Context: an optimization exercise on an open-source flow, tuned for small area. The choices shown serve that exercise and are no tape-out recipe. Only simulation tests tie the RTL to the original design; equivalence was not proved. The clock port is modelled as an ideal driver; clocking choices that lean on that would not hold on a real chip.

==> fjord: inputs <==
// mult_mem_top
module mult_mem_top (
    input  logic        clk,
    input  logic        rst,
    input  logic        EN_mult,
    input  logic        EN_blockRead,
    input  logic [15:0] mult_input0,
    input  logic [15:0] mult_input1,
    output logic        RDY_mult,
    output logic        VALID_memVal,
    output logic [31:0] memVal_data
);
==> flow/config.mk <==
export PLATFORM = sky130hd
export DESIGN_NAME = mult_mem_top
export DESIGN_NICKNAME = mult_mem_top
export VERILOG_FILES = /design/flow/design.v
export SDC_FILE = /design/flow/constraint.sdc
export NUM_CORES = 4
export LEC_CHECK = 0
export CAP_MARGIN = 0
export CORE_MARGIN = 2
export CORE_UTILIZATION = 65
export CTS_CLUSTER_DIAMETER = 100
export CTS_CLUSTER_SIZE = 30
export SLEW_MARGIN = 0
==> flow/constraint.sdc <==
create_clock -name core_clock -period 4.5 [get_ports {clk}]
set_input_delay 0.9000 -clock core_clock [delete_from_list [all_inputs] [get_ports {clk}]]
set_output_delay 0.9000 -clock core_clock [all_outputs]
set_load 0.01 [all_outputs]
standard.sh (not shown) runs the stock make flow with config.mk's settings and CLKGATE_MAP_FILE= SYNTH_SCRIPT=/design/flow/synth_recipe.tcl, a recipe that flattens the netlist after the stock synthesis.
==> flow/flow/run.sh <==
#!/bin/bash
# The standard layout, with clock tree synthesis told not to add dummy loads.
# All tool output goes to standard.log in the work folder (ORFS also keeps
# each step's log under orfs/logs/).
set -euo pipefail
export CTS_ARGS="-sink_clustering_enable -repair_clock_nets -dont_use_dummy_load -sink_clustering_size 30 -sink_clustering_max_diameter 100"
bash standard.sh finish > standard.log 2>&1
==> nickel: changes against fjord <==
==> flow/run.sh (new file) <==
#!/bin/bash
# synth_recipe.tcl (not shown) runs the flow's synth.tcl, then flattens the netlist and writes it again
# the make line also repeats each setting of config.mk as NAME=value (left out here)
make -C /OpenROAD-flow-scripts/flow DESIGN_CONFIG=/design/flow/config.mk WORK_HOME=/design/flow/orfs CLKGATE_MAP_FILE= SYNTH_SCRIPT=/design/flow/synth_recipe.tcl finish
removed: flow/flow/run.sh
removed: flow/standard.sh
==> qor summary <==
Status: nickel timing/DRC/antenna clean; fjord timing/DRC/antenna clean
Core utilization of the finished layout: nickel 0.718; fjord 0.716
Slowest stage cell, crit path: nickel sky130_fd_sc_hd__clkdlybuf4s50_1; fjord sky130_fd_sc_hd__dfxtp_1
Final routed wire length divided by cell count: nickel 16.5 um; fjord 16.5 um
Clock buffer cells: nickel 87; fjord 82
First-pass GRT wire length: nickel 140000 um; fjord 139000 um
GRT Total Usage: nickel 0.195; fjord 0.194
Via count of the first global-routing pass: nickel 27200; fjord 27200
Register-to-register path setup slack: nickel 0.16 ns; fjord 0.15 ns
Total length of routed met2 wires: nickel 39800 um; fjord 39600 um
Type of the worst setup path: nickel in -> reg; fjord reg -> reg
Critical path endpoint: nickel m[16]; fjord m[54]
Insertion delay to the later sink of the worst-skew pair: nickel 0.68 ns; fjord 0.66 ns
Fraction of area in registers: nickel 0.688; fjord 0.691
Critical path peak fanout: nickel 8; fjord 6
Max Fclk: nickel 0.229 GHz; fjord 0.230 GHz
Final min period: nickel 4.36 ns; fjord 4.35 ns
Clock transition at path regs: nickel 0.11 ns; fjord 0.10 ns


==> v4: inputs <==
Another version of the RTL of mult_mem_top (not shown whole).
==> module mult_mem_top, before the edit <==
module mult_mem_top (
    input  logic        clk,
    input  logic        rst,
    input  logic        EN_mult,
    input  logic        EN_blockRead,
    input  logic [15:0] mult_input0,
    input  logic [15:0] mult_input1,
    output logic        RDY_mult,
    output logic        VALID_memVal,
    output logic [31:0] memVal_data
);
    localparam logic [1:0] S_IDLE = 2'd0, S_CAP = 2'd1, S_FULL = 2'd2, S_READ = 2'd3;
    logic [1:0]  st;
    logic [6:0]  cnt;      
    logic [2:0]  rot;      
    logic [7:0]  tsel;     
    logic [63:0][31:0] m;  
    logic [23:0] lo;
    logic [15:0] a0;
    logic [31:0] prod;
    logic        conv;
    mul_lo u_lo (.a(mult_input0), .b(mult_input1[7:0]), .l(lo));
    logic [7:4]  b0;       
    mul_hi u_hi (.a(a0), .b({b0[7:4], m[0][27:24]}), .l(m[0][23:0]), .p(prod));
    logic idle, start, push, chain;
    assign idle  = rst || (st == S_IDLE);
    assign start = idle && EN_mult;
    assign push  = !idle && (st == S_CAP) && !cnt[6];
    assign chain = push || ((st == S_READ) && (cnt != 7'd0) && (rot == 3'd0));
    always_ff @(posedge clk) begin
        if (idle) begin
            RDY_mult     <= 1'b1;
            VALID_memVal <= 1'b0;
            cnt          <= 7'd0;
            st           <= EN_mult ? S_CAP : S_IDLE;
        end else begin
            case (st)
                S_CAP: begin
                    cnt <= cnt + 7'd1;
                    if (cnt == 7'd71) RDY_mult <= 1'b0;
                    if (cnt == 7'd73) st <= S_FULL;
                end
                S_FULL: begin
                    cnt <= 7'd0;
                    if (EN_blockRead) begin
                        st   <= S_READ;
                        tsel <= 8'd1 << (rot + 3'd1);
                    end
                end
                default: begin  
                    VALID_memVal <= 1'b1;
                    cnt <= cnt + 7'd1;
                    if (cnt == 7'd63) begin
                        RDY_mult <= 1'b1;
                        st       <= S_IDLE;
                    end
                end
            endcase
        end
    end
    always_ff @(posedge clk) begin
        if (start)      rot <= 3'd0;
        else if (!chain) rot <= rot + 3'd1;
    end
    always_ff @(posedge clk) begin
        a0   <= mult_input0;
        b0   <= mult_input1[15:12];
        conv <= push;
        for (int g = 0; g < 8; g++) begin
            for (int j = (g == 0) ? 2 : 1; j < 8; j++)
                m[8*g+j] <= m[8*g+j-1];
        end
        m[0] <= push ? {mult_input1[15:8], lo} : m[7];
        m[1] <= conv ? prod : m[0];
        for (int g = 1; g < 8; g++)
            m[8*g] <= chain ? m[8*g-1] : m[8*g+7];
    end
    always_comb begin
        memVal_data = '0;
        for (int i = 0; i < 8; i++)
            memVal_data = memVal_data | (m[56+i] & {32{tsel[i]}});
    end
endmodule
export LEC_CHECK = 0
export CAP_MARGIN = 20
export CORE_MARGIN = 2
export CORE_UTILIZATION = 65
export CTS_BUF_LIST = sky130_fd_sc_hd__clkbuf_8
export CTS_CLUSTER_SIZE = 30
export SLEW_MARGIN = 20
create_clock -name core_clock -period 4.5 [get_ports {clk}]
run.sh (not shown) runs the stock make flow with config.mk's settings and CLKGATE_MAP_FILE= SYNTH_SCRIPT=/design/flow/synth_recipe.tcl, a recipe that flattens the netlist after the stock synthesis.
Stock flow here: none of the scripts above is used.
==> v34 (differences from v4) <==
--- a/flow/design.v
+++ b/flow/design.v
@@ -802,5 +802,5 @@
     logic [6:0]  cnt;      
     logic [2:0]  rot;      
-    logic [7:0]  tsel;     
+    logic [2:0]  tsel;     
     logic [63:0][31:0] m;  
     logic [23:0] lo;
@@ -809,6 +809,5 @@
     logic        conv;
     mul_lo u_lo (.a(mult_input0), .b(mult_input1[7:0]), .l(lo));
-    logic [7:4]  b0;       
-    mul_hi u_hi (.a(a0), .b({b0[7:4], m[0][27:24]}), .l(m[0][23:0]), .p(prod));
+    mul_hi u_hi (.a(a0), .b(m[0][31:24]), .l(m[0][23:0]), .p(prod));
     logic idle, start, push, chain;
     assign idle  = rst || (st == S_IDLE);
@@ -833,5 +832,5 @@
                     if (EN_blockRead) begin
                         st   <= S_READ;
-                        tsel <= 8'd1 << (rot + 3'd1);
+                        tsel <= rot + 3'd1;
                     end
                 end
@@ -853,5 +852,4 @@
     always_ff @(posedge clk) begin
         a0   <= mult_input0;
-        b0   <= mult_input1[15:12];
         conv <= push;
         for (int g = 0; g < 8; g++) begin
@@ -864,8 +862,4 @@
             m[8*g] <= chain ? m[8*g-1] : m[8*g+7];
     end
-    always_comb begin
-        memVal_data = '0;
-        for (int i = 0; i < 8; i++)
-            memVal_data = memVal_data | (m[56+i] & {32{tsel[i]}});
-    end
+    assign memVal_data = m[{3'd7, tsel}];
 endmodule
--- a/flow/config.mk
+++ b/flow/config.mk
@@ -8,6 +8,4 @@
 export CAP_MARGIN = 20
 export CORE_MARGIN = 2
-export CORE_UTILIZATION = 65
-export CTS_BUF_LIST = sky130_fd_sc_hd__clkbuf_8
-export CTS_CLUSTER_SIZE = 30
+export CORE_UTILIZATION = 40
 export SLEW_MARGIN = 20
==> out/results.txt <==
Fail Reasons -> setup timing
Status -> failed layout checks
CP peak stage delay -> 530 ps
Die area -> 87140 um2
Setup violations, final -> 1
Area of the multi-input gates -> 12690 um2
Post-synthesis adder-cell area fraction -> 8.258%
Final WS setup -> -1.160 ps
Multi-input combinational area share -> 19.50%
DR WL met3 -> 3.734 mm
Post-Syn Area per Cell -> 14.97 um2
Comb_multi_in -> 1308
GRT Util Overall -> 24.24%
Slowest CP cell -> or4_1
-- figures above: v4

==> out/results.txt <==
Status -> failed layout checks
Fail Reasons -> setup timing
Post-synthesis adder-cell area fraction -> 8.127%
Met1 Wirelength -> 43.41 mm
Via-per-instance ratio -> 4.239
Post-Syn Area per Cell -> 15.33 um2
CP peak stage delay -> 540 ps
Final WS setup -> -96.48 ps
Slowest CP cell -> fa_1
Setup violations, final -> 5
Area of the multi-input gates -> 13390 um2
Combinational family with the most area after synthesis -> adder cells
GRT Util Overall -> 12.35%
Multi-input combinational area share -> 19.94%
-- figures above: v34

-- static timing again, ports no longer ideal --
In the flow no input, the clock included, has a driving cell. The finished layouts below were timed again as built, in two steps. Step 1: set_driving_cell puts a clkbuf_16 on clk and a buf_2 on each other input, an assumption about the parent block. Step 2 adds t to the input delays and takes it off the output delays; t is the mean of the earliest and latest rising clock arrival at the registers after step 1. Input paths then give back, and output paths get back, about the clock's delay inside the block. Slacks: ideal / step 1 / step 2; pairs: ideal / step 1.
| run | t (ns) | slack for setup (ns) | cell pins on the clock port's net |
|---|---|---|---|
| fjord | 0.677 | 0.148 / 0.148 / -0.460 | 1 |
| nickel | 0.722 | 0.142 / 0.163 / -0.536 | 1 |
| v4 | 0.934 | -0.001 / -0.001 / -0.833 | 1 |
| v34 | 0.817 | -0.096 / -0.096 / -0.521 | 1 |
Met with ideal ports but missed after step 2: setup timing in fjord and nickel. For v4, which loses most, drivers alone change the setup slack by 0.000 ns; drivers and shift together by -0.832 ns.
